Context: an optimization exercise on an open-source flow, tuned for small area and a short achievable clock period. The choices shown serve that exercise and are no tape-out recipe. In this exercise RTL edits were held to simulation tests only and were not proved equivalent to the original. Power and IR drop assume default switching activity.

File: flow/flow/run.sh
#!/bin/bash
# The standard layout (standard.sh) with two changes:
#  - every port is buffered by the smallest buffer cell instead of the one buffer_ports
#    picks by default;
#  - repair_timing aims for 47 ns of setup slack (SETUP_SLACK_MARGIN) instead of 0, so the
#    resizer upsizes the critical path; the clock and constraints stay the design's.
# Each tool's output lands in the ORFS logs under orfs/logs/; make's own output goes to
# standard_flow.log in this folder.
set -euo pipefail
bash standard.sh "BUFFER_PORTS_ARGS=-buffer_cell sky130_fd_sc_hd__buf_1" \
  SETUP_SLACK_MARGIN=47 finish > standard_flow.log 2>&1
File: flow/config.mk
export PLATFORM = sky130hd
export DESIGN_NAME = ALU_TOP
export DESIGN_NICKNAME = ALU_TOP
export VERILOG_FILES = /design/flow/design.v
export SDC_FILE = /design/flow/constraint.sdc
export NUM_CORES = 4
export LEC_CHECK = 0
export ABC_AREA = 1
export CAP_MARGIN = 20
export CORE_MARGIN = 2
export CORE_UTILIZATION = 40
export SLEW_MARGIN = 20
File: flow/standard.sh
#!/bin/bash
# synth_recipe.tcl (not shown) runs the flow's synth.tcl, then flattens the netlist and writes it again
# the make line also repeats each setting of config.mk as NAME=value (left out here)
make -C /OpenROAD-flow-scripts/flow DESIGN_CONFIG=/design/flow/config.mk WORK_HOME=/design/flow/orfs CLKGATE_MAP_FILE= SYNTH_SCRIPT=/design/flow/synth_recipe.tcl "${@:-finish}"
File: flow/design.v
module Decoder_Unit (
input wire [1:0] ALU_FUN,
output wire Arith_Enable, Logic_Enable, CMP_Enable, Shift_Enable
	);
assign Arith_Enable = (ALU_FUN == 2'b00);
assign Logic_Enable = (ALU_FUN == 2'b01);
assign CMP_Enable   = (ALU_FUN == 2'b10);
assign Shift_Enable = (ALU_FUN == 2'b11);
endmodule
module ALU_MUL (
  input  wire [15:0] A,
  input  wire [15:0] B,
  output wire [31:0] P
);
wire one1;
wire two2;
wire neg3;
wire pp4;
wire pp5;
wire pp6;
wire pp7;
wire pp8;
wire pp9;
wire pp10;
wire pp11;
wire pp12;
wire pp13;
wire pp14;
wire pp15;
wire pp16;
wire pp17;
wire pp18;
wire pp19;
wire pp20;
wire one21;
wire two22;
wire neg23;
wire pp24;
wire pp25;
wire pp26;
wire pp27;
wire pp28;
wire pp29;
wire pp30;
wire pp31;
wire pp32;
wire pp33;
wire pp34;
wire pp35;
wire pp36;
wire pp37;
wire pp38;
wire pp39;
wire pp40;
wire one41;
wire two42;
wire neg43;
wire pp44;
wire pp45;
wire pp46;
wire pp47;
wire pp48;
wire pp49;
wire pp50;
wire pp51;
wire pp52;
wire pp53;
wire pp54;
wire pp55;
wire pp56;
wire pp57;
wire pp58;
wire pp59;
wire pp60;
wire one61;
wire two62;
wire neg63;
wire pp64;
wire pp65;
wire pp66;
wire pp67;
wire pp68;
wire pp69;
wire pp70;
wire pp71;
wire pp72;
wire pp73;
wire pp74;
wire pp75;
wire pp76;
wire pp77;
wire pp78;
wire pp79;
wire pp80;
wire one81;
wire two82;
wire neg83;
wire pp84;
wire pp85;
wire pp86;
wire pp87;
wire pp88;
wire pp89;
wire pp90;
wire pp91;
wire pp92;
wire pp93;
wire pp94;
wire pp95;
wire pp96;
wire pp97;
wire pp98;
wire pp99;
wire pp100;
wire one101;
wire two102;
wire neg103;
wire pp104;
wire pp105;
wire pp106;
wire pp107;
wire pp108;
wire pp109;
wire pp110;
wire pp111;
wire pp112;
wire pp113;
wire pp114;
wire pp115;
wire pp116;
wire pp117;
wire pp118;
wire pp119;
wire pp120;
wire one121;
wire two122;
wire neg123;
wire pp124;
wire pp125;
wire pp126;
wire pp127;
wire pp128;
wire pp129;
wire pp130;
wire pp131;
wire pp132;
wire pp133;
wire pp134;
wire pp135;
wire pp136;
wire pp137;
wire pp138;
wire pp139;
wire pp140;
wire one141;
wire two142;
wire neg143;
wire pp144;
wire pp145;
wire pp146;
wire pp147;
wire pp148;
wire pp149;
wire pp150;
wire pp151;
wire pp152;
wire pp153;
wire pp154;
wire pp155;
wire pp156;
wire pp157;
wire pp158;
wire pp159;
wire pp160;
wire s161;
wire c162;
wire s163;
wire c164;
wire s165;
wire c166;
wire s167;
wire c168;
wire s169;
wire c170;
wire s171;
wire c172;
wire s173;
wire c174;
wire s175;
wire c176;
wire s177;
wire c178;
wire s179;
wire c180;
wire s181;
wire c182;
wire s183;
wire c184;
wire s185;
wire c186;
wire s187;
wire c188;
wire s189;
wire c190;
wire s191;
wire c192;
wire s193;
wire c194;
wire s195;
wire c196;
wire s197;
wire c198;
wire s199;
wire c200;
wire s201;
wire c202;
wire s203;
wire c204;
wire s205;
wire c206;
wire s207;
wire c208;
wire s209;
wire c210;
wire s211;
wire c212;
wire s213;
wire c214;
wire s215;
wire c216;
wire s217;
wire c218;
wire s219;
wire c220;
wire s221;
wire c222;
wire s223;
wire c224;
wire s225;
wire c226;
wire s227;
wire c228;
wire s229;
wire c230;
wire s231;
wire c232;
wire s233;
wire c234;
wire s235;
wire c236;
wire s237;
wire c238;
wire s239;
wire c240;
wire s241;
wire c242;
wire s243;
wire c244;
wire s245;
wire c246;
wire s247;
wire c248;
wire s249;
wire c250;
wire s251;
wire c252;
wire s253;
wire c254;
wire s255;
wire c256;
wire s257;
wire c258;
wire s259;
wire c260;
wire s261;
wire c262;
wire s263;
wire c264;
wire s265;
wire c266;
wire s267;
wire c268;
wire s269;
wire c270;
wire s271;
wire c272;
wire s273;
wire c274;
wire s275;
wire c276;
wire s277;
wire c278;
wire s279;
wire c280;
wire s281;
wire c282;
wire s283;
wire c284;
wire s285;
wire c286;
wire s287;
wire c288;
wire s289;
wire c290;
wire s291;
wire c292;
wire s293;
wire c294;
wire s295;
wire c296;
wire s297;
wire c298;
wire s299;
wire c300;
wire s301;
wire c302;
wire s303;
wire c304;
wire s305;
wire c306;
wire s307;
wire c308;
wire s309;
wire c310;
wire s311;
wire c312;
wire s313;
wire c314;
wire s315;
wire c316;
wire s317;
wire c318;
wire s319;
wire c320;
wire s321;
wire c322;
wire s323;
wire c324;
wire s325;
wire c326;
wire s327;
wire c328;
wire s329;
wire c330;
wire s331;
wire c332;
wire s333;
wire c334;
wire s335;
wire c336;
wire s337;
wire c338;
wire s339;
wire c340;
wire s341;
wire c342;
wire s343;
wire c344;
wire s345;
wire c346;
wire s347;
wire c348;
wire s349;
wire c350;
wire s351;
wire c352;
wire s353;
wire c354;
wire s355;
wire c356;
wire s357;
wire c358;
wire s359;
wire c360;
wire s361;
wire c362;
wire s363;
wire c364;
wire s365;
wire c366;
wire s367;
wire c368;
wire s369;
wire c370;
wire s371;
wire c372;
wire s373;
wire c374;
wire s375;
wire c376;
wire s377;
wire c378;
wire s379;
wire c380;
wire s381;
wire c382;
wire s383;
wire c384;
wire s385;
wire c386;
wire s387;
wire c388;
wire s389;
wire c390;
wire s391;
wire c392;
wire s393;
wire c394;
wire s395;
wire c396;
wire s397;
wire c398;
wire s399;
wire c400;
wire s401;
wire c402;
wire s403;
wire c404;
wire s405;
wire c406;
wire s407;
wire c408;
wire s409;
wire c410;
wire s411;
wire c412;
wire s413;
wire c414;
wire s415;
wire c416;
wire s417;
wire c418;
wire s419;
wire c420;
wire s421;
wire c422;
wire s423;
wire c424;
wire s425;
wire c426;
wire s427;
wire c428;
wire s429;
wire c430;
wire s431;
wire c432;
wire s433;
wire c434;
wire s435;
wire c436;
wire s437;
wire c438;
wire s439;
wire c440;
wire s441;
wire c442;
wire s443;
wire c444;
wire s445;
wire c446;
wire s447;
assign one1 = B[0] ^ 1'b0;
assign two2 = (B[1] & ~B[0] & ~1'b0) | (~B[1] & B[0] & 1'b0);
assign neg3 = B[1];
assign pp4 = ((one1 & A[0]) | (two2 & 1'b0)) ^ neg3;
assign pp5 = ((one1 & A[1]) | (two2 & A[0])) ^ neg3;
assign pp6 = ((one1 & A[2]) | (two2 & A[1])) ^ neg3;
assign pp7 = ((one1 & A[3]) | (two2 & A[2])) ^ neg3;
assign pp8 = ((one1 & A[4]) | (two2 & A[3])) ^ neg3;
assign pp9 = ((one1 & A[5]) | (two2 & A[4])) ^ neg3;
assign pp10 = ((one1 & A[6]) | (two2 & A[5])) ^ neg3;
assign pp11 = ((one1 & A[7]) | (two2 & A[6])) ^ neg3;
assign pp12 = ((one1 & A[8]) | (two2 & A[7])) ^ neg3;
assign pp13 = ((one1 & A[9]) | (two2 & A[8])) ^ neg3;
assign pp14 = ((one1 & A[10]) | (two2 & A[9])) ^ neg3;
assign pp15 = ((one1 & A[11]) | (two2 & A[10])) ^ neg3;
assign pp16 = ((one1 & A[12]) | (two2 & A[11])) ^ neg3;
assign pp17 = ((one1 & A[13]) | (two2 & A[12])) ^ neg3;
assign pp18 = ((one1 & A[14]) | (two2 & A[13])) ^ neg3;
assign pp19 = ((one1 & A[15]) | (two2 & A[14])) ^ neg3;
assign pp20 = ~(((one1 & A[15]) | (two2 & A[15])) ^ neg3);
assign one21 = B[2] ^ B[1];
assign two22 = (B[3] & ~B[2] & ~B[1]) | (~B[3] & B[2] & B[1]);
assign neg23 = B[3];
assign pp24 = ((one21 & A[0]) | (two22 & 1'b0)) ^ neg23;
assign pp25 = ((one21 & A[1]) | (two22 & A[0])) ^ neg23;
assign pp26 = ((one21 & A[2]) | (two22 & A[1])) ^ neg23;
assign pp27 = ((one21 & A[3]) | (two22 & A[2])) ^ neg23;
assign pp28 = ((one21 & A[4]) | (two22 & A[3])) ^ neg23;
assign pp29 = ((one21 & A[5]) | (two22 & A[4])) ^ neg23;
assign pp30 = ((one21 & A[6]) | (two22 & A[5])) ^ neg23;
assign pp31 = ((one21 & A[7]) | (two22 & A[6])) ^ neg23;
assign pp32 = ((one21 & A[8]) | (two22 & A[7])) ^ neg23;
assign pp33 = ((one21 & A[9]) | (two22 & A[8])) ^ neg23;
assign pp34 = ((one21 & A[10]) | (two22 & A[9])) ^ neg23;
assign pp35 = ((one21 & A[11]) | (two22 & A[10])) ^ neg23;
assign pp36 = ((one21 & A[12]) | (two22 & A[11])) ^ neg23;
assign pp37 = ((one21 & A[13]) | (two22 & A[12])) ^ neg23;
assign pp38 = ((one21 & A[14]) | (two22 & A[13])) ^ neg23;
assign pp39 = ((one21 & A[15]) | (two22 & A[14])) ^ neg23;
assign pp40 = ~(((one21 & A[15]) | (two22 & A[15])) ^ neg23);
assign one41 = B[4] ^ B[3];
assign two42 = (B[5] & ~B[4] & ~B[3]) | (~B[5] & B[4] & B[3]);
assign neg43 = B[5];
assign pp44 = ((one41 & A[0]) | (two42 & 1'b0)) ^ neg43;
assign pp45 = ((one41 & A[1]) | (two42 & A[0])) ^ neg43;
assign pp46 = ((one41 & A[2]) | (two42 & A[1])) ^ neg43;
assign pp47 = ((one41 & A[3]) | (two42 & A[2])) ^ neg43;
assign pp48 = ((one41 & A[4]) | (two42 & A[3])) ^ neg43;
assign pp49 = ((one41 & A[5]) | (two42 & A[4])) ^ neg43;
assign pp50 = ((one41 & A[6]) | (two42 & A[5])) ^ neg43;
assign pp51 = ((one41 & A[7]) | (two42 & A[6])) ^ neg43;
assign pp52 = ((one41 & A[8]) | (two42 & A[7])) ^ neg43;
assign pp53 = ((one41 & A[9]) | (two42 & A[8])) ^ neg43;
assign pp54 = ((one41 & A[10]) | (two42 & A[9])) ^ neg43;
assign pp55 = ((one41 & A[11]) | (two42 & A[10])) ^ neg43;
assign pp56 = ((one41 & A[12]) | (two42 & A[11])) ^ neg43;
assign pp57 = ((one41 & A[13]) | (two42 & A[12])) ^ neg43;
assign pp58 = ((one41 & A[14]) | (two42 & A[13])) ^ neg43;
assign pp59 = ((one41 & A[15]) | (two42 & A[14])) ^ neg43;
assign pp60 = ~(((one41 & A[15]) | (two42 & A[15])) ^ neg43);
assign one61 = B[6] ^ B[5];
assign two62 = (B[7] & ~B[6] & ~B[5]) | (~B[7] & B[6] & B[5]);
assign neg63 = B[7];
assign pp64 = ((one61 & A[0]) | (two62 & 1'b0)) ^ neg63;
assign pp65 = ((one61 & A[1]) | (two62 & A[0])) ^ neg63;
assign pp66 = ((one61 & A[2]) | (two62 & A[1])) ^ neg63;
assign pp67 = ((one61 & A[3]) | (two62 & A[2])) ^ neg63;
assign pp68 = ((one61 & A[4]) | (two62 & A[3])) ^ neg63;
assign pp69 = ((one61 & A[5]) | (two62 & A[4])) ^ neg63;
assign pp70 = ((one61 & A[6]) | (two62 & A[5])) ^ neg63;
assign pp71 = ((one61 & A[7]) | (two62 & A[6])) ^ neg63;
assign pp72 = ((one61 & A[8]) | (two62 & A[7])) ^ neg63;
assign pp73 = ((one61 & A[9]) | (two62 & A[8])) ^ neg63;
assign pp74 = ((one61 & A[10]) | (two62 & A[9])) ^ neg63;
assign pp75 = ((one61 & A[11]) | (two62 & A[10])) ^ neg63;
assign pp76 = ((one61 & A[12]) | (two62 & A[11])) ^ neg63;
assign pp77 = ((one61 & A[13]) | (two62 & A[12])) ^ neg63;
assign pp78 = ((one61 & A[14]) | (two62 & A[13])) ^ neg63;
assign pp79 = ((one61 & A[15]) | (two62 & A[14])) ^ neg63;
assign pp80 = ~(((one61 & A[15]) | (two62 & A[15])) ^ neg63);
assign one81 = B[8] ^ B[7];
assign two82 = (B[9] & ~B[8] & ~B[7]) | (~B[9] & B[8] & B[7]);
assign neg83 = B[9];
assign pp84 = ((one81 & A[0]) | (two82 & 1'b0)) ^ neg83;
assign pp85 = ((one81 & A[1]) | (two82 & A[0])) ^ neg83;
assign pp86 = ((one81 & A[2]) | (two82 & A[1])) ^ neg83;
assign pp87 = ((one81 & A[3]) | (two82 & A[2])) ^ neg83;
assign pp88 = ((one81 & A[4]) | (two82 & A[3])) ^ neg83;
assign pp89 = ((one81 & A[5]) | (two82 & A[4])) ^ neg83;
assign pp90 = ((one81 & A[6]) | (two82 & A[5])) ^ neg83;
assign pp91 = ((one81 & A[7]) | (two82 & A[6])) ^ neg83;
assign pp92 = ((one81 & A[8]) | (two82 & A[7])) ^ neg83;
assign pp93 = ((one81 & A[9]) | (two82 & A[8])) ^ neg83;
assign pp94 = ((one81 & A[10]) | (two82 & A[9])) ^ neg83;
assign pp95 = ((one81 & A[11]) | (two82 & A[10])) ^ neg83;
assign pp96 = ((one81 & A[12]) | (two82 & A[11])) ^ neg83;
assign pp97 = ((one81 & A[13]) | (two82 & A[12])) ^ neg83;
assign pp98 = ((one81 & A[14]) | (two82 & A[13])) ^ neg83;
assign pp99 = ((one81 & A[15]) | (two82 & A[14])) ^ neg83;
assign pp100 = ~(((one81 & A[15]) | (two82 & A[15])) ^ neg83);
assign one101 = B[10] ^ B[9];
assign two102 = (B[11] & ~B[10] & ~B[9]) | (~B[11] & B[10] & B[9]);
assign neg103 = B[11];
assign pp104 = ((one101 & A[0]) | (two102 & 1'b0)) ^ neg103;
assign pp105 = ((one101 & A[1]) | (two102 & A[0])) ^ neg103;
assign pp106 = ((one101 & A[2]) | (two102 & A[1])) ^ neg103;
assign pp107 = ((one101 & A[3]) | (two102 & A[2])) ^ neg103;
assign pp108 = ((one101 & A[4]) | (two102 & A[3])) ^ neg103;
assign pp109 = ((one101 & A[5]) | (two102 & A[4])) ^ neg103;
assign pp110 = ((one101 & A[6]) | (two102 & A[5])) ^ neg103;
assign pp111 = ((one101 & A[7]) | (two102 & A[6])) ^ neg103;
assign pp112 = ((one101 & A[8]) | (two102 & A[7])) ^ neg103;
assign pp113 = ((one101 & A[9]) | (two102 & A[8])) ^ neg103;
assign pp114 = ((one101 & A[10]) | (two102 & A[9])) ^ neg103;
assign pp115 = ((one101 & A[11]) | (two102 & A[10])) ^ neg103;
assign pp116 = ((one101 & A[12]) | (two102 & A[11])) ^ neg103;
assign pp117 = ((one101 & A[13]) | (two102 & A[12])) ^ neg103;
assign pp118 = ((one101 & A[14]) | (two102 & A[13])) ^ neg103;
assign pp119 = ((one101 & A[15]) | (two102 & A[14])) ^ neg103;
assign pp120 = ~(((one101 & A[15]) | (two102 & A[15])) ^ neg103);
assign one121 = B[12] ^ B[11];
assign two122 = (B[13] & ~B[12] & ~B[11]) | (~B[13] & B[12] & B[11]);
assign neg123 = B[13];
assign pp124 = ((one121 & A[0]) | (two122 & 1'b0)) ^ neg123;
assign pp125 = ((one121 & A[1]) | (two122 & A[0])) ^ neg123;
assign pp126 = ((one121 & A[2]) | (two122 & A[1])) ^ neg123;
assign pp127 = ((one121 & A[3]) | (two122 & A[2])) ^ neg123;
assign pp128 = ((one121 & A[4]) | (two122 & A[3])) ^ neg123;
assign pp129 = ((one121 & A[5]) | (two122 & A[4])) ^ neg123;
assign pp130 = ((one121 & A[6]) | (two122 & A[5])) ^ neg123;
assign pp131 = ((one121 & A[7]) | (two122 & A[6])) ^ neg123;
assign pp132 = ((one121 & A[8]) | (two122 & A[7])) ^ neg123;
assign pp133 = ((one121 & A[9]) | (two122 & A[8])) ^ neg123;
assign pp134 = ((one121 & A[10]) | (two122 & A[9])) ^ neg123;
assign pp135 = ((one121 & A[11]) | (two122 & A[10])) ^ neg123;
assign pp136 = ((one121 & A[12]) | (two122 & A[11])) ^ neg123;
assign pp137 = ((one121 & A[13]) | (two122 & A[12])) ^ neg123;
assign pp138 = ((one121 & A[14]) | (two122 & A[13])) ^ neg123;
assign pp139 = ((one121 & A[15]) | (two122 & A[14])) ^ neg123;
assign pp140 = ~(((one121 & A[15]) | (two122 & A[15])) ^ neg123);
assign one141 = B[14] ^ B[13];
assign two142 = (B[15] & ~B[14] & ~B[13]) | (~B[15] & B[14] & B[13]);
assign neg143 = B[15];
assign pp144 = ((one141 & A[0]) | (two142 & 1'b0)) ^ neg143;
assign pp145 = ((one141 & A[1]) | (two142 & A[0])) ^ neg143;
assign pp146 = ((one141 & A[2]) | (two142 & A[1])) ^ neg143;
assign pp147 = ((one141 & A[3]) | (two142 & A[2])) ^ neg143;
assign pp148 = ((one141 & A[4]) | (two142 & A[3])) ^ neg143;
assign pp149 = ((one141 & A[5]) | (two142 & A[4])) ^ neg143;
assign pp150 = ((one141 & A[6]) | (two142 & A[5])) ^ neg143;
assign pp151 = ((one141 & A[7]) | (two142 & A[6])) ^ neg143;
assign pp152 = ((one141 & A[8]) | (two142 & A[7])) ^ neg143;
assign pp153 = ((one141 & A[9]) | (two142 & A[8])) ^ neg143;
assign pp154 = ((one141 & A[10]) | (two142 & A[9])) ^ neg143;
assign pp155 = ((one141 & A[11]) | (two142 & A[10])) ^ neg143;
assign pp156 = ((one141 & A[12]) | (two142 & A[11])) ^ neg143;
assign pp157 = ((one141 & A[13]) | (two142 & A[12])) ^ neg143;
assign pp158 = ((one141 & A[14]) | (two142 & A[13])) ^ neg143;
assign pp159 = ((one141 & A[15]) | (two142 & A[14])) ^ neg143;
assign pp160 = ~(((one141 & A[15]) | (two142 & A[15])) ^ neg143);
assign s161 = pp14 ^ pp32;
assign c162 = pp14 & pp32;
assign s163 = pp15 ^ pp33;
assign c164 = pp15 & pp33;
assign s165 = pp16 ^ pp34 ^ pp52;
assign c166 = (pp16 & pp34) | (pp52 & (pp16 ^ pp34));
assign s167 = pp70 ^ pp88;
assign c168 = pp70 & pp88;
assign s169 = pp17 ^ pp35 ^ pp53;
assign c170 = (pp17 & pp35) | (pp53 & (pp17 ^ pp35));
assign s171 = pp71 ^ pp89;
assign c172 = pp71 & pp89;
assign s173 = pp18 ^ pp36 ^ pp54;
assign c174 = (pp18 & pp36) | (pp54 & (pp18 ^ pp36));
assign s175 = pp72 ^ pp90 ^ pp108;
assign c176 = (pp72 & pp90) | (pp108 & (pp72 ^ pp90));
assign s177 = pp126 ^ pp144;
assign c178 = pp126 & pp144;
assign s179 = pp19 ^ pp37 ^ pp55;
assign c180 = (pp19 & pp37) | (pp55 & (pp19 ^ pp37));
assign s181 = pp73 ^ pp91 ^ pp109;
assign c182 = (pp73 & pp91) | (pp109 & (pp73 ^ pp91));
assign s183 = pp127 ^ pp145;
assign c184 = pp127 & pp145;
assign s185 = pp20 ^ pp38 ^ pp56;
assign c186 = (pp20 & pp38) | (pp56 & (pp20 ^ pp38));
assign s187 = pp74 ^ pp92 ^ pp110;
assign c188 = (pp74 & pp92) | (pp110 & (pp74 ^ pp92));
assign s189 = ~(pp128 ^ pp146);
assign c190 = pp128 | pp146;
assign s191 = pp39 ^ pp57 ^ pp75;
assign c192 = (pp39 & pp57) | (pp75 & (pp39 ^ pp57));
assign s193 = pp93 ^ pp111 ^ pp129;
assign c194 = (pp93 & pp111) | (pp129 & (pp93 ^ pp111));
assign s195 = ~pp147;
assign c196 = pp147;
assign s197 = pp40 ^ pp58 ^ pp76;
assign c198 = (pp40 & pp58) | (pp76 & (pp40 ^ pp58));
assign s199 = pp94 ^ pp112 ^ pp130;
assign c200 = (pp94 & pp112) | (pp130 & (pp94 ^ pp112));
assign s201 = pp59 ^ pp77 ^ pp95;
assign c202 = (pp59 & pp77) | (pp95 & (pp59 ^ pp77));
assign s203 = pp113 ^ pp131;
assign c204 = pp113 & pp131;
assign s205 = pp60 ^ pp78 ^ pp96;
assign c206 = (pp60 & pp78) | (pp96 & (pp60 ^ pp78));
assign s207 = pp79 ^ pp97;
assign c208 = pp79 & pp97;
assign s209 = pp10 ^ pp28;
assign c210 = pp10 & pp28;
assign s211 = pp11 ^ pp29;
assign c212 = pp11 & pp29;
assign s213 = pp12 ^ pp30 ^ pp48;
assign c214 = (pp12 & pp30) | (pp48 & (pp12 ^ pp30));
assign s215 = pp66 ^ pp84;
assign c216 = pp66 & pp84;
assign s217 = pp13 ^ pp31 ^ pp49;
assign c218 = (pp13 & pp31) | (pp49 & (pp13 ^ pp31));
assign s219 = pp67 ^ pp85;
assign c220 = pp67 & pp85;
assign s221 = s161 ^ pp50 ^ pp68;
assign c222 = (s161 & pp50) | (pp68 & (s161 ^ pp50));
assign s223 = pp86 ^ pp104 ^ neg103;
assign c224 = (pp86 & pp104) | (neg103 & (pp86 ^ pp104));
assign s225 = c162 ^ s163 ^ pp51;
assign c226 = (c162 & s163) | (pp51 & (c162 ^ s163));
assign s227 = pp69 ^ pp87 ^ pp105;
assign c228 = (pp69 & pp87) | (pp105 & (pp69 ^ pp87));
assign s229 = c164 ^ s165 ^ s167;
assign c230 = (c164 & s165) | (s167 & (c164 ^ s165));
assign s231 = pp106 ^ pp124 ^ neg123;
assign c232 = (pp106 & pp124) | (neg123 & (pp106 ^ pp124));
assign s233 = c166 ^ c168 ^ s169;
assign c234 = (c166 & c168) | (s169 & (c166 ^ c168));
assign s235 = s171 ^ pp107 ^ pp125;
assign c236 = (s171 & pp107) | (pp125 & (s171 ^ pp107));
assign s237 = c170 ^ c172 ^ s173;
assign c238 = (c170 & c172) | (s173 & (c170 ^ c172));
assign s239 = s175 ^ s177 ^ neg143;
assign c240 = (s175 & s177) | (neg143 & (s175 ^ s177));
assign s241 = c174 ^ c176 ^ c178;
assign c242 = (c174 & c176) | (c178 & (c174 ^ c176));
assign s243 = s179 ^ s181 ^ s183;
assign c244 = (s179 & s181) | (s183 & (s179 ^ s181));
assign s245 = c180 ^ c182 ^ c184;
assign c246 = (c180 & c182) | (c184 & (c180 ^ c182));
assign s247 = s185 ^ s187 ^ s189;
assign c248 = (s185 & s187) | (s189 & (s185 ^ s187));
assign s249 = c186 ^ c188 ^ c190;
assign c250 = (c186 & c188) | (c190 & (c186 ^ c188));
assign s251 = s191 ^ s193 ^ s195;
assign c252 = (s191 & s193) | (s195 & (s191 ^ s193));
assign s253 = c192 ^ c194 ^ c196;
assign c254 = (c192 & c194) | (c196 & (c192 ^ c194));
assign s255 = s197 ^ s199 ^ pp148;
assign c256 = (s197 & s199) | (pp148 & (s197 ^ s199));
assign s257 = c198 ^ c200 ^ s201;
assign c258 = (c198 & c200) | (s201 & (c198 ^ c200));
assign s259 = ~(s203 ^ pp149);
assign c260 = s203 | pp149;
assign s261 = c202 ^ c204 ^ s205;
assign c262 = (c202 & c204) | (s205 & (c202 ^ c204));
assign s263 = pp114 ^ pp132 ^ pp150;
assign c264 = (pp114 & pp132) | (pp150 & (pp114 ^ pp132));
assign s265 = c206 ^ s207 ^ pp115;
assign c266 = (c206 & s207) | (pp115 & (c206 ^ s207));
assign s267 = ~(pp133 ^ pp151);
assign c268 = pp133 | pp151;
assign s269 = c208 ^ pp80 ^ pp98;
assign c270 = (c208 & pp80) | (pp98 & (c208 ^ pp80));
assign s271 = pp116 ^ pp134 ^ pp152;
assign c272 = (pp116 & pp134) | (pp152 & (pp116 ^ pp134));
assign s273 = pp99 ^ pp117 ^ pp135;
assign c274 = (pp99 & pp117) | (pp135 & (pp99 ^ pp117));
assign s275 = ~pp153;
assign c276 = pp153;
assign s277 = pp100 ^ pp118 ^ pp136;
assign c278 = (pp100 & pp118) | (pp136 & (pp100 ^ pp118));
assign s279 = pp119 ^ pp137;
assign c280 = pp119 & pp137;
assign s281 = pp8 ^ pp26;
assign c282 = pp8 & pp26;
assign s283 = pp9 ^ pp27;
assign c284 = pp9 & pp27;
assign s285 = s209 ^ pp46 ^ pp64;
assign c286 = (s209 & pp46) | (pp64 & (s209 ^ pp46));
assign s287 = c210 ^ s211 ^ pp47;
assign c288 = (c210 & s211) | (pp47 & (c210 ^ s211));
assign s289 = c212 ^ s213 ^ s215;
assign c290 = (c212 & s213) | (s215 & (c212 ^ s213));
assign s291 = c214 ^ c216 ^ s217;
assign c292 = (c214 & c216) | (s217 & (c214 ^ c216));
assign s293 = c218 ^ c220 ^ s221;
assign c294 = (c218 & c220) | (s221 & (c218 ^ c220));
assign s295 = c222 ^ c224 ^ s225;
assign c296 = (c222 & c224) | (s225 & (c222 ^ c224));
assign s297 = c226 ^ c228 ^ s229;
assign c298 = (c226 & c228) | (s229 & (c226 ^ c228));
assign s299 = c230 ^ c232 ^ s233;
assign c300 = (c230 & c232) | (s233 & (c230 ^ c232));
assign s301 = c234 ^ c236 ^ s237;
assign c302 = (c234 & c236) | (s237 & (c234 ^ c236));
assign s303 = c238 ^ c240 ^ s241;
assign c304 = (c238 & c240) | (s241 & (c238 ^ c240));
assign s305 = c242 ^ c244 ^ s245;
assign c306 = (c242 & c244) | (s245 & (c242 ^ c244));
assign s307 = c246 ^ c248 ^ s249;
assign c308 = (c246 & c248) | (s249 & (c246 ^ c248));
assign s309 = c250 ^ c252 ^ s253;
assign c310 = (c250 & c252) | (s253 & (c250 ^ c252));
assign s311 = c254 ^ c256 ^ s257;
assign c312 = (c254 & c256) | (s257 & (c254 ^ c256));
assign s313 = c258 ^ c260 ^ s261;
assign c314 = (c258 & c260) | (s261 & (c258 ^ c260));
assign s315 = c262 ^ c264 ^ s265;
assign c316 = (c262 & c264) | (s265 & (c262 ^ c264));
assign s317 = c266 ^ c268 ^ s269;
assign c318 = (c266 & c268) | (s269 & (c266 ^ c268));
assign s319 = c270 ^ c272 ^ s273;
assign c320 = (c270 & c272) | (s273 & (c270 ^ c272));
assign s321 = c274 ^ c276 ^ s277;
assign c322 = (c274 & c276) | (s277 & (c274 ^ c276));
assign s323 = c278 ^ s279 ^ pp155;
assign c324 = (c278 & s279) | (pp155 & (c278 ^ s279));
assign s325 = c280 ^ pp120 ^ pp138;
assign c326 = (c280 & pp120) | (pp138 & (c280 ^ pp120));
assign s327 = pp139 ^ pp157;
assign c328 = pp139 & pp157;
assign s329 = pp6 ^ pp24;
assign c330 = pp6 & pp24;
assign s331 = pp7 ^ pp25;
assign c332 = pp7 & pp25;
assign s333 = s281 ^ pp44 ^ neg43;
assign c334 = (s281 & pp44) | (neg43 & (s281 ^ pp44));
assign s335 = c282 ^ s283 ^ pp45;
assign c336 = (c282 & s283) | (pp45 & (c282 ^ s283));
assign s337 = c284 ^ s285 ^ neg63;
assign c338 = (c284 & s285) | (neg63 & (c284 ^ s285));
assign s339 = c286 ^ s287 ^ pp65;
assign c340 = (c286 & s287) | (pp65 & (c286 ^ s287));
assign s341 = c288 ^ s289 ^ neg83;
assign c342 = (c288 & s289) | (neg83 & (c288 ^ s289));
assign s343 = c290 ^ s291 ^ s219;
assign c344 = (c290 & s291) | (s219 & (c290 ^ s291));
assign s345 = c292 ^ s293 ^ s223;
assign c346 = (c292 & s293) | (s223 & (c292 ^ s293));
assign s347 = c294 ^ s295 ^ s227;
assign c348 = (c294 & s295) | (s227 & (c294 ^ s295));
assign s349 = c296 ^ s297 ^ s231;
assign c350 = (c296 & s297) | (s231 & (c296 ^ s297));
assign s351 = c298 ^ s299 ^ s235;
assign c352 = (c298 & s299) | (s235 & (c298 ^ s299));
assign s353 = c300 ^ s301 ^ s239;
assign c354 = (c300 & s301) | (s239 & (c300 ^ s301));
assign s355 = c302 ^ s303 ^ s243;
assign c356 = (c302 & s303) | (s243 & (c302 ^ s303));
assign s357 = c304 ^ s305 ^ s247;
assign c358 = (c304 & s305) | (s247 & (c304 ^ s305));
assign s359 = c306 ^ s307 ^ s251;
assign c360 = (c306 & s307) | (s251 & (c306 ^ s307));
assign s361 = c308 ^ s309 ^ s255;
assign c362 = (c308 & s309) | (s255 & (c308 ^ s309));
assign s363 = c310 ^ s311 ^ s259;
assign c364 = (c310 & s311) | (s259 & (c310 ^ s311));
assign s365 = c312 ^ s313 ^ s263;
assign c366 = (c312 & s313) | (s263 & (c312 ^ s313));
assign s367 = c314 ^ s315 ^ s267;
assign c368 = (c314 & s315) | (s267 & (c314 ^ s315));
assign s369 = c316 ^ s317 ^ s271;
assign c370 = (c316 & s317) | (s271 & (c316 ^ s317));
assign s371 = c318 ^ s319 ^ s275;
assign c372 = (c318 & s319) | (s275 & (c318 ^ s319));
assign s373 = c320 ^ s321 ^ pp154;
assign c374 = (c320 & s321) | (pp154 & (c320 ^ s321));
assign s375 = ~(c322 ^ s323);
assign c376 = c322 | s323;
assign s377 = c324 ^ s325 ^ pp156;
assign c378 = (c324 & s325) | (pp156 & (c324 ^ s325));
assign s379 = ~(c326 ^ s327);
assign c380 = c326 | s327;
assign s381 = c328 ^ pp140 ^ pp158;
assign c382 = (c328 & pp140) | (pp158 & (c328 ^ pp140));
assign s383 = ~pp159;
assign c384 = pp159;
assign s385 = pp4 ^ neg3;
assign c386 = pp4 & neg3;
assign s387 = pp5 ^ c386;
assign c388 = pp5 & c386;
assign s389 = s329 ^ neg23 ^ c388;
assign c390 = (s329 & neg23) | (c388 & (s329 ^ neg23));
assign s391 = c330 ^ s331 ^ c390;
assign c392 = (c330 & s331) | (c390 & (c330 ^ s331));
assign s393 = c332 ^ s333 ^ c392;
assign c394 = (c332 & s333) | (c392 & (c332 ^ s333));
assign s395 = c334 ^ s335 ^ c394;
assign c396 = (c334 & s335) | (c394 & (c334 ^ s335));
assign s397 = c336 ^ s337 ^ c396;
assign c398 = (c336 & s337) | (c396 & (c336 ^ s337));
assign s399 = c338 ^ s339 ^ c398;
assign c400 = (c338 & s339) | (c398 & (c338 ^ s339));
assign s401 = c340 ^ s341 ^ c400;
assign c402 = (c340 & s341) | (c400 & (c340 ^ s341));
assign s403 = c342 ^ s343 ^ c402;
assign c404 = (c342 & s343) | (c402 & (c342 ^ s343));
assign s405 = c344 ^ s345 ^ c404;
assign c406 = (c344 & s345) | (c404 & (c344 ^ s345));
assign s407 = c346 ^ s347 ^ c406;
assign c408 = (c346 & s347) | (c406 & (c346 ^ s347));
assign s409 = c348 ^ s349 ^ c408;
assign c410 = (c348 & s349) | (c408 & (c348 ^ s349));
assign s411 = c350 ^ s351 ^ c410;
assign c412 = (c350 & s351) | (c410 & (c350 ^ s351));
assign s413 = c352 ^ s353 ^ c412;
assign c414 = (c352 & s353) | (c412 & (c352 ^ s353));
assign s415 = c354 ^ s355 ^ c414;
assign c416 = (c354 & s355) | (c414 & (c354 ^ s355));
assign s417 = c356 ^ s357 ^ c416;
assign c418 = (c356 & s357) | (c416 & (c356 ^ s357));
assign s419 = c358 ^ s359 ^ c418;
assign c420 = (c358 & s359) | (c418 & (c358 ^ s359));
assign s421 = c360 ^ s361 ^ c420;
assign c422 = (c360 & s361) | (c420 & (c360 ^ s361));
assign s423 = c362 ^ s363 ^ c422;
assign c424 = (c362 & s363) | (c422 & (c362 ^ s363));
assign s425 = c364 ^ s365 ^ c424;
assign c426 = (c364 & s365) | (c424 & (c364 ^ s365));
assign s427 = c366 ^ s367 ^ c426;
assign c428 = (c366 & s367) | (c426 & (c366 ^ s367));
assign s429 = c368 ^ s369 ^ c428;
assign c430 = (c368 & s369) | (c428 & (c368 ^ s369));
assign s431 = c370 ^ s371 ^ c430;
assign c432 = (c370 & s371) | (c430 & (c370 ^ s371));
assign s433 = c372 ^ s373 ^ c432;
assign c434 = (c372 & s373) | (c432 & (c372 ^ s373));
assign s435 = c374 ^ s375 ^ c434;
assign c436 = (c374 & s375) | (c434 & (c374 ^ s375));
assign s437 = c376 ^ s377 ^ c436;
assign c438 = (c376 & s377) | (c436 & (c376 ^ s377));
assign s439 = c378 ^ s379 ^ c438;
assign c440 = (c378 & s379) | (c438 & (c378 ^ s379));
assign s441 = c380 ^ s381 ^ c440;
assign c442 = (c380 & s381) | (c440 & (c380 ^ s381));
assign s443 = c382 ^ s383 ^ c442;
assign c444 = (c382 & s383) | (c442 & (c382 ^ s383));
assign s445 = c384 ^ pp160 ^ c444;
assign c446 = (c384 & pp160) | (c444 & (c384 ^ pp160));
assign s447 = 1'b1 ^ c446;
assign P = {s447, s445, s443, s441, s439, s437, s435, s433, s431, s429, s427, s425, s423, s421, s419, s417, s415, s413, s411, s409, s407, s405, s403, s401, s399, s397, s395, s393, s391, s389, s387, s385};
endmodule
module ALU_DIV (
  input  wire [15:0] A,
  input  wire [15:0] B,
  output wire [16:0] Q    
);
wire sa = A[15];
wire sb = B[15];
wire [15:0] N;
assign N[0] = A[0];
assign N[1] = A[1] ^ (sa & (|A[0:0]));
assign N[2] = A[2] ^ (sa & (|A[1:0]));
assign N[3] = A[3] ^ (sa & (|A[2:0]));
assign N[4] = A[4] ^ (sa & (|A[3:0]));
assign N[5] = A[5] ^ (sa & (|A[4:0]));
assign N[6] = A[6] ^ (sa & (|A[5:0]));
assign N[7] = A[7] ^ (sa & (|A[6:0]));
assign N[8] = A[8] ^ (sa & (|A[7:0]));
assign N[9] = A[9] ^ (sa & (|A[8:0]));
assign N[10] = A[10] ^ (sa & (|A[9:0]));
assign N[11] = A[11] ^ (sa & (|A[10:0]));
assign N[12] = A[12] ^ (sa & (|A[11:0]));
assign N[13] = A[13] ^ (sa & (|A[12:0]));
assign N[14] = A[14] ^ (sa & (|A[13:0]));
assign N[15] = A[15] ^ (sa & (|A[14:0]));
wire ci = ~sb;
wire [15:0] Bx = B ^ {16{ci}};
wire [15:0] q;
wire [0:0] x15;
assign x15 = N[15];
wire [0:0] d15;
wire [1:0] c15;
wire [1:0] t15 = {1'b0, x15} + {1'b0, Bx[0:0]} + ci;
assign d15 = t15[0:0];
assign c15[1] = t15[1];
assign q[15] = c15[1] & (&Bx[15:1]);
wire [0:0] r15 = q[15] ? d15 : x15;
wire [1:0] x14;
assign x14 = {r15, N[14]};
wire [1:0] d14;
wire [2:0] c14;
wire [2:0] t14 = {1'b0, x14} + {1'b0, Bx[1:0]} + ci;
assign d14 = t14[1:0];
assign c14[2] = t14[2];
assign q[14] = c14[2] & (&Bx[15:2]);
wire [1:0] r14 = q[14] ? d14 : x14;
wire [2:0] x13;
assign x13 = {r14, N[13]};
wire [2:0] d13;
wire [3:0] c13;
wire [3:0] t13 = {1'b0, x13} + {1'b0, Bx[2:0]} + ci;
assign d13 = t13[2:0];
assign c13[3] = t13[3];
assign q[13] = c13[3] & (&Bx[15:3]);
wire [2:0] r13 = q[13] ? d13 : x13;
wire [3:0] x12;
assign x12 = {r13, N[12]};
wire [3:0] d12;
wire [4:0] c12;
wire [4:0] t12 = {1'b0, x12} + {1'b0, Bx[3:0]} + ci;
assign d12 = t12[3:0];
assign c12[4] = t12[4];
assign q[12] = c12[4] & (&Bx[15:4]);
wire [3:0] r12 = q[12] ? d12 : x12;
wire [4:0] x11;
assign x11 = {r12, N[11]};
wire [4:0] d11;
wire [5:0] c11;
wire [5:0] t11 = {1'b0, x11} + {1'b0, Bx[4:0]} + ci;
assign d11 = t11[4:0];
assign c11[5] = t11[5];
assign q[11] = c11[5] & (&Bx[15:5]);
wire [4:0] r11 = q[11] ? d11 : x11;
wire [5:0] x10;
assign x10 = {r11, N[10]};
wire [5:0] d10;
wire [6:0] c10;
wire [6:0] t10 = {1'b0, x10} + {1'b0, Bx[5:0]} + ci;
assign d10 = t10[5:0];
assign c10[6] = t10[6];
assign q[10] = c10[6] & (&Bx[15:6]);
wire [5:0] r10 = q[10] ? d10 : x10;
wire [6:0] x9;
assign x9 = {r10, N[9]};
wire [6:0] d9;
wire [7:0] c9;
wire [7:0] t9 = {1'b0, x9} + {1'b0, Bx[6:0]} + ci;
assign d9 = t9[6:0];
assign c9[7] = t9[7];
assign q[9] = c9[7] & (&Bx[15:7]);
wire [6:0] r9 = q[9] ? d9 : x9;
wire [7:0] x8;
assign x8 = {r9, N[8]};
wire [7:0] d8;
wire [8:0] c8;
wire [8:0] t8 = {1'b0, x8} + {1'b0, Bx[7:0]} + ci;
assign d8 = t8[7:0];
assign c8[8] = t8[8];
assign q[8] = c8[8] & (&Bx[15:8]);
wire [7:0] r8 = q[8] ? d8 : x8;
wire [8:0] x7;
assign x7 = {r8, N[7]};
wire [8:0] d7;
wire [9:0] c7;
wire [9:0] t7 = {1'b0, x7} + {1'b0, Bx[8:0]} + ci;
assign d7 = t7[8:0];
assign c7[9] = t7[9];
assign q[7] = c7[9] & (&Bx[15:9]);
wire [8:0] r7 = q[7] ? d7 : x7;
wire [9:0] x6;
assign x6 = {r7, N[6]};
wire [9:0] d6;
wire [10:0] c6;
wire [10:0] t6 = {1'b0, x6} + {1'b0, Bx[9:0]} + ci;
assign d6 = t6[9:0];
assign c6[10] = t6[10];
assign q[6] = c6[10] & (&Bx[15:10]);
wire [9:0] r6 = q[6] ? d6 : x6;
wire [10:0] x5;
assign x5 = {r6, N[5]};
wire [10:0] d5;
wire [11:0] c5;
wire [11:0] t5 = {1'b0, x5} + {1'b0, Bx[10:0]} + ci;
assign d5 = t5[10:0];
assign c5[11] = t5[11];
assign q[5] = c5[11] & (&Bx[15:11]);
wire [10:0] r5 = q[5] ? d5 : x5;
wire [11:0] x4;
assign x4 = {r5, N[4]};
wire [11:0] d4;
wire [12:0] c4;
wire [12:0] t4 = {1'b0, x4} + {1'b0, Bx[11:0]} + ci;
assign d4 = t4[11:0];
assign c4[12] = t4[12];
assign q[4] = c4[12] & (&Bx[15:12]);
wire [11:0] r4 = q[4] ? d4 : x4;
wire [12:0] x3;
assign x3 = {r4, N[3]};
wire [12:0] d3;
wire [13:0] c3;
wire [13:0] t3 = {1'b0, x3} + {1'b0, Bx[12:0]} + ci;
assign d3 = t3[12:0];
assign c3[13] = t3[13];
assign q[3] = c3[13] & (&Bx[15:13]);
wire [12:0] r3 = q[3] ? d3 : x3;
wire [13:0] x2;
assign x2 = {r3, N[2]};
wire [13:0] d2;
wire [14:0] c2;
wire [14:0] t2 = {1'b0, x2} + {1'b0, Bx[13:0]} + ci;
assign d2 = t2[13:0];
assign c2[14] = t2[14];
assign q[2] = c2[14] & (&Bx[15:14]);
wire [13:0] r2 = q[2] ? d2 : x2;
wire [14:0] x1;
assign x1 = {r2, N[1]};
wire [14:0] d1;
wire [15:0] c1;
wire [15:0] t1 = {1'b0, x1} + {1'b0, Bx[14:0]} + ci;
assign d1 = t1[14:0];
assign c1[15] = t1[15];
assign q[1] = c1[15] & (&Bx[15:15]);
wire [14:0] r1 = q[1] ? d1 : x1;
wire [15:0] x0;
assign x0 = {r1, N[0]};
wire [15:0] d0;
wire [16:0] c0;
wire [16:0] t0 = {1'b0, x0} + {1'b0, Bx[15:0]} + ci;
assign d0 = t0[15:0];
assign c0[16] = t0[16];
assign q[0] = c0[16];
wire sq = sa ^ sb;
wire [16:0] qn;
assign qn[0] = q[0];
assign qn[1] = q[1] ^ (sq & (|q[0:0]));
assign qn[2] = q[2] ^ (sq & (|q[1:0]));
assign qn[3] = q[3] ^ (sq & (|q[2:0]));
assign qn[4] = q[4] ^ (sq & (|q[3:0]));
assign qn[5] = q[5] ^ (sq & (|q[4:0]));
assign qn[6] = q[6] ^ (sq & (|q[5:0]));
assign qn[7] = q[7] ^ (sq & (|q[6:0]));
assign qn[8] = q[8] ^ (sq & (|q[7:0]));
assign qn[9] = q[9] ^ (sq & (|q[8:0]));
assign qn[10] = q[10] ^ (sq & (|q[9:0]));
assign qn[11] = q[11] ^ (sq & (|q[10:0]));
assign qn[12] = q[12] ^ (sq & (|q[11:0]));
assign qn[13] = q[13] ^ (sq & (|q[12:0]));
assign qn[14] = q[14] ^ (sq & (|q[13:0]));
assign qn[15] = q[15] ^ (sq & (|q[14:0]));
assign qn[16] = sq & (|q);
assign Q = qn;
endmodule
module ALU_ADDSUB (
  input  wire [15:0] A,
  input  wire [15:0] B,
  input  wire SUB,
  output wire [16:0] S    
);
wire [16:0] a = {A[15], A};
wire [16:0] b = {B[15], B} ^ {17{SUB}};
wire [17:0] c;
assign c[0] = SUB;
assign S[0] = a[0] ^ b[0] ^ c[0];
assign c[1] = (a[0] & b[0]) | (c[0] & (a[0] ^ b[0]));
assign S[1] = a[1] ^ b[1] ^ c[1];
assign c[2] = (a[1] & b[1]) | (c[1] & (a[1] ^ b[1]));
assign S[2] = a[2] ^ b[2] ^ c[2];
assign c[3] = (a[2] & b[2]) | (c[2] & (a[2] ^ b[2]));
assign S[3] = a[3] ^ b[3] ^ c[3];
assign c[4] = (a[3] & b[3]) | (c[3] & (a[3] ^ b[3]));
assign S[4] = a[4] ^ b[4] ^ c[4];
assign c[5] = (a[4] & b[4]) | (c[4] & (a[4] ^ b[4]));
assign S[5] = a[5] ^ b[5] ^ c[5];
assign c[6] = (a[5] & b[5]) | (c[5] & (a[5] ^ b[5]));
assign S[6] = a[6] ^ b[6] ^ c[6];
assign c[7] = (a[6] & b[6]) | (c[6] & (a[6] ^ b[6]));
assign S[7] = a[7] ^ b[7] ^ c[7];
assign c[8] = (a[7] & b[7]) | (c[7] & (a[7] ^ b[7]));
assign S[8] = a[8] ^ b[8] ^ c[8];
assign c[9] = (a[8] & b[8]) | (c[8] & (a[8] ^ b[8]));
assign S[9] = a[9] ^ b[9] ^ c[9];
assign c[10] = (a[9] & b[9]) | (c[9] & (a[9] ^ b[9]));
assign S[10] = a[10] ^ b[10] ^ c[10];
assign c[11] = (a[10] & b[10]) | (c[10] & (a[10] ^ b[10]));
assign S[11] = a[11] ^ b[11] ^ c[11];
assign c[12] = (a[11] & b[11]) | (c[11] & (a[11] ^ b[11]));
assign S[12] = a[12] ^ b[12] ^ c[12];
assign c[13] = (a[12] & b[12]) | (c[12] & (a[12] ^ b[12]));
assign S[13] = a[13] ^ b[13] ^ c[13];
assign c[14] = (a[13] & b[13]) | (c[13] & (a[13] ^ b[13]));
assign S[14] = a[14] ^ b[14] ^ c[14];
assign c[15] = (a[14] & b[14]) | (c[14] & (a[14] ^ b[14]));
assign S[15] = a[15] ^ b[15] ^ c[15];
assign c[16] = (a[15] & b[15]) | (c[15] & (a[15] ^ b[15]));
assign S[16] = a[16] ^ b[16] ^ c[16];
endmodule
module LOGIC_UNIT (
input wire [15:0] A,
input wire [15:0] B,
input wire [1:0] ALU_FUN,
output wire [15:0] Y
	);
assign Y = (ALU_FUN[0] ? (A | B) : (A & B)) ^ {16{ALU_FUN[1]}};
endmodule
module CMP_UNIT (
input wire [16:0] D,       
input wire [1:0] ALU_FUN,
output wire [1:0] Y
	);
wire eq = ~|D[15:0];
wire lt = D[16];
wire gt = ~lt & ~eq;
assign Y[1] = ALU_FUN[1] & (ALU_FUN[0] ? lt : gt);
assign Y[0] = ALU_FUN[0] & (ALU_FUN[1] ? lt : eq);
endmodule
module SHIFT_UNIT (
input wire [15:0] A,
input wire [15:0] B,
input wire [1:0] ALU_FUN,
output wire [16:0] Y
	);
wire [15:0] X = ALU_FUN[1] ? B : A;
assign Y = ALU_FUN[0] ? {X, 1'b0} : {1'b0, X[15], X[15:1]};
endmodule
module ALU_TOP (
input wire signed [15:0] A,
input wire signed [15:0] B,
input wire [3:0] ALU_FUNC,
input wire CLK,
input wire RST,
output reg signed [31:0] Arith_OUT,
output reg [15:0] Logic_OUT,
output reg [1:0] CMP_OUT,
output reg [16:0] SHIFT_OUT,
output reg Arith_Flag, Logic_Flag, CMP_Flag, SHIFT_Flag
	);
wire Arith_Enable, Logic_Enable, CMP_Enable, Shift_Enable;
Decoder_Unit Decoder (
.ALU_FUN(ALU_FUNC[3:2]),
.Arith_Enable(Arith_Enable),
.Logic_Enable(Logic_Enable),
.CMP_Enable(CMP_Enable),
.Shift_Enable(Shift_Enable)
	);
wire sub = ALU_FUNC[0] | ALU_FUNC[3];
wire [16:0] sum;
ALU_ADDSUB AddSub (.A(A), .B(B), .SUB(sub), .S(sum));
wire [31:0] prod;
ALU_MUL Mul (.A(A), .B(B), .P(prod));
wire [16:0] quo;
ALU_DIV Div (.A(A), .B(B), .Q(quo));
wire div_ok = |B;
wire sel_add = Arith_Enable & ~ALU_FUNC[1];
wire sel_mul = Arith_Enable & ALU_FUNC[1] & ~ALU_FUNC[0];
wire sel_div = Arith_Enable & ALU_FUNC[1] & ALU_FUNC[0] & div_ok;
wire [31:0] arith = ({32{sel_add}} & {{15{sum[16]}}, sum})
                  | ({32{sel_mul}} & prod)
                  | ({32{sel_div}} & {{15{quo[16]}}, quo});
wire [15:0] logic_res;
LOGIC_UNIT Logic (.A(A), .B(B), .ALU_FUN(ALU_FUNC[1:0]), .Y(logic_res));
wire [1:0] cmp_res;
CMP_UNIT Cmp (.D(sum), .ALU_FUN(ALU_FUNC[1:0]), .Y(cmp_res));
wire [16:0] shift_res;
SHIFT_UNIT Shift (.A(A), .B(B), .ALU_FUN(ALU_FUNC[1:0]), .Y(shift_res));
always @(posedge CLK or negedge RST) begin
if (!RST) begin
	Arith_OUT <= 32'b0;
	Logic_OUT <= 16'b0;
	CMP_OUT <= 2'b0;
	SHIFT_OUT <= 17'b0;
	Arith_Flag <= 1'b0;
	Logic_Flag <= 1'b0;
	CMP_Flag <= 1'b0;
	SHIFT_Flag <= 1'b0;
end else begin
	Arith_OUT <= arith;
	Logic_OUT <= Logic_Enable ? logic_res : 16'b0;
	CMP_OUT <= CMP_Enable ? cmp_res : 2'b0;
	SHIFT_OUT <= Shift_Enable ? shift_res : 17'b0;
	Arith_Flag <= Arith_Enable;
	Logic_Flag <= Logic_Enable;
	CMP_Flag <= CMP_Enable;
	SHIFT_Flag <= Shift_Enable;
end
end
endmodule
File: flow/constraint.sdc
create_clock -name core_clock -period 95.0 [get_ports {CLK}]
set_input_delay 19.0000 -clock core_clock [delete_from_list [all_inputs] [get_ports {CLK}]]
set_output_delay 19.0000 -clock core_clock [all_outputs]
set_load 0.01 [all_outputs]
==> results.rst, run 1 <==
.. list-table::
   :header-rows: 1

   * - Metric
     - Value
   * - VDD IR max
     - approximately 0.000032 V
   * - Share of the synthesized area in the top cell type
     - 17.3%
   * - Final layout net count
     - 2,569
   * - Critical Path Source Type
     - primary input
   * - Unrepaired setup endpoints after global routing
     - false
   * - Number of synthesized flops with an enable pin
     - 0
   * - Finished Cell Area
     - 0.0184 mm^2
   * - TritonCTS sink count
     - between 70 and 80
   * - Initial core utilization
     - roughly two fifths
   * - Signed area change from the synthesized netlist to the final layout
     - 12.8%
   * - DRT Wirelength
     - roughly 57 mm
   * - Avg Cell Area, Syn
     - 7.64 um^2
   * - Cell area after technology mapping
     - 0.0163 mm^2
   * - Footprint of the flip-flops and latches
     - 0.00178 mm^2
   * - Crit-path slowest cell
     - sky130_fd_sc_hd__fa_1
   * - Synth area leaders
     - sky130_fd_sc_hd__fa_1 17%, sky130_fd_sc_hd__xor2_1 12%, sky130_fd_sc_hd__ha_1 12%
   * - DRC Markers
     - 0
   * - # fillers
     - 4,000
   * - Arithmetic-cell share of the synthesized area counting full adders, half adders and majority gates
     - roughly 29%
   * - Synthesized netlist net count
     - 2,463
   * - Most used standard cell by instance count after synthesis
     - sky130_fd_sc_hd__nand2_1
   * - Proportion of layout cells with a drive suffix above 1
     - 13.8%
   * - Via/cell ratio
     - approximately 5.6
   * - Global-route usage over all layers
     - 26.8%
   * - Number of antenna repair diodes
     - 0
   * - Final Wtd Congestion
     - 0.924
   * - Maximum number of pins on one net before global-route repair
     - 72
   * - Routed wire length per instance
     - about 21 um
   * - Core footprint
     - approximately 0.040 mm^2
   * - Worst min path class
     - primary input to async pin
   * - Outcome
     - finished clean
   * - Clock period minus final worst setup slack
     - 46,130 ps
   * - Area of the multi-input gates
     - 0.0136 mm^2
   * - CTS tree
     - yes
   * - # Max-Cap Violations
     - 0
   * - CTS Buffer Depth
     - 2
   * - Cell count after synthesis
     - ~2,100
   * - Slew at the pin with the worst max-slew slack
     - 1040 ps
   * - Total number of H-tree levels
     - 3
   * - Kind of critical path
     - primary input to register
   * - Share of the synthesized area in compound gates (AO/OA/AOI/OAI)
     - between 10% and 20%
   * - Placement Rows
     - between 70 and 80
   * - Max incr delay on CP
     - ~440 ps
   * - HPWL after DPL
     - around 42 mm
   * - Initial DRT Pass Iterations
     - 6
   * - TritonCTS buffer count
     - 9
   * - Total via count in the routed design
     - 15,600
   * - Post-synthesis register bit count
     - 71
   * - Critical Path RT
     - 95,240 ps
   * - Number of antenna violations at the first check in global routing
     - 0
   * - Final-report max-slew violation count
     - 0
   * - Post-Synth Simple-Gate Area
     - 18.4%
   * - Primary flip-flop cell chosen by synthesis mapping
     - sky130_fd_sc_hd__dfrtp_1
   * - Proportion of synthesized area in mux cells
     - 0.0614%
   * - Count of buffers inserted at the top-level ports
     - 108
   * - Critical path capture point type
     - register
   * - Normalized max-slew margin
     - a little under a third
   * - Area of the die
     - ~0.042 mm^2
   * - Power Density
     - 21.8 mW/mm^2
   * - Highest clock frequency the design can meet
     - 21.7 MHz
   * - Post-Route Setup TNS
     - 0 ps
   * - Initial DRC count
     - 1,531
   * - Vias in the first global route
     - 15,700
   * - Share of async-settable or async-resettable flops after synthesis
     - 100%
   * - Final critical-path share of the clock period
     - 48.6%
   * - Synth cell count leaders
     - 373 x sky130_fd_sc_hd__nand2_1, 225 x sky130_fd_sc_hd__inv_1, 223 x sky130_fd_sc_hd__xor2_1
   * - Leak
     - about 9.1 nW
   * - Post-synthesis xor/xnor area fraction
     - 15.0%
   * - Clock-pin slew reported for the worst setup and hold paths after clock tree synthesis
     - 80 ps
   * - Cell Area, Placed
     - 0.0172 mm^2
   * - First-pass GRT wire length
     - 86.9 mm
   * - Horiz. Die Dim
     - 206 um
   * - Ports
     - 109
   * - Vert. Die Dim
     - between 200 and 250 um
   * - Most repeated library cell on the critical path
     - sky130_fd_sc_hd__nand2_1
   * - Count of synthesis-stage warnings from yosys
     - 1
   * - Final Hold Vio Count
     - 0
   * - Final setup violation count
     - 0
   * - Crit path max fanout
     - 15
   * - Post-synthesis cell type count
     - 60
   * - Largest family of logic cells by synthesized area
     - adder cells
   * - Share of the yosys chip area belonging to registers
     - between 10 and 15%
   * - CTS Root Buffer Type
     - sky130_fd_sc_hd__clkbuf_16
   * - Number of buffers inserted by hold repair at cts
     - 0
   * - Global route overflow
     - 0
   * - Critical Path AT
     - 46,370 ps
   * - Post-route antenna net violation count
     - 0
   * - Library cell occupying the most area in the post-synthesis netlist
     - sky130_fd_sc_hd__fa_1
layer usage:
layer | GRT usage, % | wire length (um) | vias up | share of wire [%]
met5 | 0 | 0 | - | 0
met4 | 12.6 | 2500 | 0 | 4.4
met3 | 4.12 | 4080 | 147 | 7.1
met2 | 44.5 | 27200 | 628 | 48
li1 | - | - | 7306 | -
met1 | 34.2 | 23400 | 7499 | 41
critical path: cells and delay by family:
kind | cells | cell delay [ps]
AOI/OAI and AO/OA | 69 | 10420
and+or+nand+nor | 62 | 6640
adders and majority gates | 16 | 5690
buffers and inverters | 30 | 2940
xor gates and xnor gates | 9 | 1500
kinds of logic after synthesis:
group / Yosys count
xor+xnor: 270
mux: 1
buf+inv: 352
flops: 71
compound gates: 497
fa+ha+maj: 291
simple gates: 652
per-stage QoR:
step	utilization, %	setup WS [ps]	std cells	power, mW	hold slack (ps)
6_report	46.0	48870	2769	0.401	18910
3_3_place_gp	43.0	45330	2696	0.344	19310
2_1_floorplan	-	49810	2134	0.263	18700
4_1_cts	44.1	47010	2717	0.393	18920
5_1_grt	46.0	46780	2769	0.446	18970
3_5_place_dp	43.0	44140	2696	0.350	19320
placed cells by master (no fill, tap or decap), types with 9 or more instances in the layout:
master,count
sky130_fd_sc_hd__nand2_1,367
sky130_fd_sc_hd__inv_1,219
sky130_fd_sc_hd__xor2_1,219
sky130_fd_sc_hd__ha_1,147
sky130_fd_sc_hd__fa_1,139
sky130_fd_sc_hd__o22ai_1,132
sky130_fd_sc_hd__a21oi_1,120
sky130_fd_sc_hd__buf_1,100
sky130_fd_sc_hd__nand3_1,89
sky130_fd_sc_hd__o21ai_0,88
sky130_fd_sc_hd__buf_4,81
sky130_fd_sc_hd__nor2_1,76
sky130_fd_sc_hd__dfrtp_1,71
sky130_fd_sc_hd__o21ai_2,41
sky130_fd_sc_hd__o21ai_1,38
sky130_fd_sc_hd__xnor2_1,34
sky130_fd_sc_hd__nand2_2,25
sky130_fd_sc_hd__o21bai_1,20
sky130_fd_sc_hd__nand3_2,18
sky130_fd_sc_hd__inv_2,15
sky130_fd_sc_hd__or2_2,12
sky130_fd_sc_hd__nand2_4,11
sky130_fd_sc_hd__a21oi_2,10
sky130_fd_sc_hd__and2_1,10
sky130_fd_sc_hd__clkbuf_16,10
sky130_fd_sc_hd__a211oi_1,9
sky130_fd_sc_hd__nor3_1,9
sequential cells by signal (all words and copies together), names as in the netlist:
register,cells
Arith_OUT,32
SHIFT_OUT,17
Logic_OUT,16
CMP_OUT,2
Arith_Flag,1
CMP_Flag,1
Logic_Flag,1
SHIFT_Flag,1
where the power goes:
group          switching (mW)  leakage [nW]  total (mW)  internal (mW)
clock network          0.0169         0.141      0.0371         0.0202
registers             0.00152         0.954      0.0361         0.0345
logic                   0.191          7.98       0.327          0.136
worst max path at each step:
stage	from	endpoint	slack, ps
after floorplan	B[15]	Arith_OUT[21]$_DFF_PN0_	49810
after global placement	B[15]	Arith_OUT[19]$_DFF_PN0_	45330
after detailed placement	B[15]	Arith_OUT[16]$_DFF_PN0_	44140
after CTS	B[15]	Arith_OUT[31]$_DFF_PN0_	47010
after global routing	B[15]	Arith_OUT[12]$_DFF_PN0_	46780
final	B[15]	Arith_OUT[14]$_DFF_PN0_	48870
repair_timing:
action | 4_1_cts | 5_1_grt
hold endpoints to repair | 0 | 0
setup buffers | 3 | 46
pin swaps | 2 | 30
gates cloned | 3 | 6
setup endpoints to repair | 32 | 32
gates resized for setup | 25 | 81
cell type report:
type	count	area share [%]
Sequential cell	71	9.66
Tap cell	525	3.57
Inverter	244	5.06
Timing Repair inverter	1	0.0408
Multi-Input combinational cell	1718	74.0
Clock buffer	9	1.22
Clock inverter	6	0.333
Timing Repair Buffer	195	6.16
==> inputs of run 2 (changes only) <==
==> flow/flow/run.sh (replaced) <==
#!/bin/bash
# The standard layout (standard.sh) with two changes:
#  - every port is buffered by the smallest buffer cell instead of the one buffer_ports
#    picks by default;
#  - repair_timing aims for 42 ns of setup slack (SETUP_SLACK_MARGIN) instead of 0, so the
#    resizer upsizes the critical path; the clock and constraints stay the design's.
# Each tool's output lands in the ORFS logs under orfs/logs/; make's own output goes to
# standard_flow.log in this folder.
set -euo pipefail
bash standard.sh "BUFFER_PORTS_ARGS=-buffer_cell sky130_fd_sc_hd__buf_1" \
  SETUP_SLACK_MARGIN=42 finish > standard_flow.log 2>&1
==> run 2 against run 1 <==
  * Still clean on timing, DRC and antenna
  * Routed wire length decreased by 2.8%
  * Count of clock-buffer cells in the layout unchanged
  * Flip-flop and latch count unchanged
  * First-iteration DRC count decreased by 9.4%
  * Non-clock buffer count decreased by 50
  * Total power decreased by 4.0%
  * Sequential power about the same
  * Setup slack got worse by 3700 ps
  * Fmax decreased by 7.4%
  * Synthesized area unchanged
  * Critical path type unchanged
==> results.rst, run 2 <==
.. list-table::
   :header-rows: 1

   * - Metric
     - Value
   * - Via/cell ratio
     - 5.61
   * - Top Registers
     - Arith_OUT (32), SHIFT_OUT (17), Logic_OUT (16)
   * - CTS Buffer Depth
     - 2
   * - Number of flip-flops in the largest register
     - 32
   * - Crit-path slowest cell
     - sky130_fd_sc_hd__fa_1
   * - Post-Route Setup TNS
     - 0 ps
   * - Avg Cell Area, Syn
     - 7.64 um^2
   * - Placement Rows
     - 73
   * - Vert. Die Dim
     - approximately 200 um
   * - TritonCTS sink count
     - between 70 and 80
   * - TritonCTS buffer count
     - 9
   * - Final Hold Vio Count
     - 0
   * - CTS Root Buffer Type
     - sky130_fd_sc_hd__clkbuf_16
   * - Final Wtd Congestion
     - 0.924
   * - Max incr delay on CP
     - 470 ps
   * - Post-synthesis cell type count
     - 60
   * - Normalized max-slew margin
     - 21.3%
   * - Power Density
     - 21.9 mW/mm^2
   * - Final-report max-slew violation count
     - 0
   * - Initial core utilization
     - 40.8%
   * - Final layout net count
     - around 2,500
   * - Critical Path AT
     - 50,030 ps
   * - DRT Wirelength
     - roughly 56 mm
   * - Critical Path RT
     - 95,200 ps
   * - Global route overflow
     - 0
   * - Vias in the first global route
     - 15,500
   * - CTS tree
     - yes
   * - Core footprint
     - 0.0400 mm^2
   * - Post-route antenna net violation count
     - 0
   * - Final setup violation count
     - 0
   * - Kind of critical path
     - primary input to register
   * - Share of the yosys chip area belonging to registers
     - 10.9%
   * - Maximum number of pins on one net before global-route repair
     - 72
   * - Cell area after technology mapping
     - 0.0163 mm^2
   * - Worst min path class
     - primary input to async pin
   * - Ports
     - ~110
   * - Cell count after synthesis
     - 2,134
   * - Count of buffers inserted at the top-level ports
     - 108
   * - Initial DRT Pass Iterations
     - 8
   * - Share of the synthesized area in the top cell type
     - between 10% and 20%
   * - Clock-pin slew reported for the worst setup and hold paths after clock tree synthesis
     - 80 ps
   * - Most used standard cell by instance count after synthesis
     - sky130_fd_sc_hd__nand2_1
   * - # Max-Cap Violations
     - 0
   * - Critical Path Source Type
     - primary input
   * - Commonest cells after routing, fill and taps aside
     - 372 x sky130_fd_sc_hd__nand2_1, 223 x sky130_fd_sc_hd__inv_1, 222 x sky130_fd_sc_hd__xor2_1, 150 x sky130_fd_sc_hd__ha_1, 141 x sky130_fd_sc_hd__fa_1
   * - Primary flip-flop cell chosen by synthesis mapping
     - sky130_fd_sc_hd__dfrtp_1
   * - Post-synthesis register bit count
     - 71
   * - Initial DRC count
     - between 1,000 and 1,500
   * - Utilization after layout
     - between 40% and 50%
   * - Number of antenna repair diodes
     - 0
   * - Proportion of layout cells with a drive suffix above 1
     - 8.73%
   * - DRC Markers
     - 0
   * - Synth cell count leaders
     - 373 x sky130_fd_sc_hd__nand2_1, 225 x sky130_fd_sc_hd__inv_1, 223 x sky130_fd_sc_hd__xor2_1
   * - Largest reg by FF count
     - Arith_OUT
   * - Most repeated library cell on the critical path
     - sky130_fd_sc_hd__nand2_1
   * - Highest clock frequency the design can meet
     - roughly 20 MHz
   * - Clock period minus final worst setup slack
     - ~50,000 ps
   * - Routed wire length per instance
     - 20.5 um
   * - HPWL after DPL
     - around 42 mm
   * - Horiz. Die Dim
     - 206 um
   * - Slew at the pin with the worst max-slew slack
     - 1180 ps
   * - Signed area change from the synthesized netlist to the final layout
     - 7.45%
   * - Final critical-path share of the clock period
     - between 50% and 60%
   * - Most frequent standard cell in the layout excluding fill and tap cells
     - sky130_fd_sc_hd__nand2_1
   * - Total via count in the routed design
     - around 15,000
   * - Unrepaired setup endpoints after global routing
     - false
   * - VDD IR max
     - 0.0000318 V
   * - Number of antenna violations at the first check in global routing
     - 0
   * - First-pass GRT wire length
     - 85.9 mm
   * - Global-route usage over all layers
     - 26.5%
   * - Library cell occupying the most area in the post-synthesis netlist
     - sky130_fd_sc_hd__fa_1
   * - Area of the die
     - between 0.04 and 0.05 mm^2
   * - Total number of H-tree levels
     - 3
   * - Count of synthesis-stage warnings from yosys
     - 1
   * - Outcome
     - finished clean
   * - Number of synthesized flops with an enable pin
     - 0
   * - Share of async-settable or async-resettable flops after synthesis
     - 100%
   * - Crit path max fanout
     - 27
   * - Synthesized netlist net count
     - about 2,500
   * - Synth area leaders
     - sky130_fd_sc_hd__fa_1 17%, sky130_fd_sc_hd__xor2_1 12%, sky130_fd_sc_hd__ha_1 12%
   * - Critical path capture point type
     - register
   * - Leak
     - 8.67 nW
## run 2: cell families (layout without fill, tap and decap cells)
family	count (synthesis)	in the layout	share of synthesized area [%]
AOI/OAI and AO/OA	497	497	18.3
DFF	71	71	10.9
adders and majority gates	291	291	28.8
buffers and inverters	352	405	8.52
and+or+nand+nor	652	652	18.4
muxes	1	1	0.0614
xor gates and xnor gates	270	270	15.0
## run 2: path summary, 6_finish.rpt
path                              from                 endpoint  slack (ps)  depth (start not counted)
setup / recovery                 B[15]  Arith_OUT[16]$_DFF_PN0_       45170                        182
hold / removal                     RST  SHIFT_OUT[11]$_DFF_PN0_       18910                          2
max in group asynchronous          RST  Arith_OUT[14]$_DFF_PN0_       75430                          2
min in group core_clock    ALU_FUNC[2]     Arith_Flag$_DFF_PN0_       18940                          2
## run 2: per-stage QoR
step                setup WS [ps]  hold WS [ps]  power, mW  instance area, um^2  std cells
detailed placement          44140         19320      0.350                17200       2696
global placement            45330         19310      0.344                17200       2696
CTS                         44420         18920      0.389                17500       2711
floorplan                   49810         18700      0.263                16300       2134
global route                41960         18970      0.432                17500       2712
finish                      45170         18910      0.385                17500       2712
## run 2: worst max-delay path, delay by kind of cell
| family | cells | cell delay (ps) |
|---|---|---|
| fa+ha+maj | 16 | 5770 |
| buf+inv | 24 | 3360 |
| xor+xnor | 8 | 1560 |
| compound gates | 70 | 11770 |
| simple gates | 64 | 8440 |
## run 2: layer usage
metal  global-route usage, %  wire [um]  part of all wire, %
met5                       0          0                    0
met4                    12.1       2460                  4.4
met3                    4.13       3820                  6.9
met2                    44.1      26300                   47
met1                    33.7      23000                   41
## run 2: layout make-up
class	count	area, um^2
Multi-Input combinational cell	1711	13200
Clock buffer	9	225
Inverter	244	923
Tap cell	525	657
Sequential cell	71	1780
Timing Repair inverter	1	5.00
Fill cell	4083	22500
Timing Repair Buffer	145	697
Clock inverter	6	61.3
## run 2: repair_timing
action | CTS | global route
resized for setup | 0 | 7
endpoints found under the setup margin | 0 | 32
hold buffers | 0 | 0
buffers inserted | 0 | 0
## run 2: where the power goes
part / switching, mW / internal, mW / total (mW)
clock: 0.0167 / 0.0202 / 0.0369
sequential: 0.00151 / 0.0345 / 0.0360
combinational: 0.183 / 0.129 / 0.312
total: 0.201 / 0.184 / 0.385

Setup slack of run 2, layout unchanged: 45.169 ns with ideal ports, 45.196 ns with driving cells assumed (clock clkbuf_16, inputs buf_2), 44.774 ns with port delays also shifted by the 0.421 ns mid clock arrival.
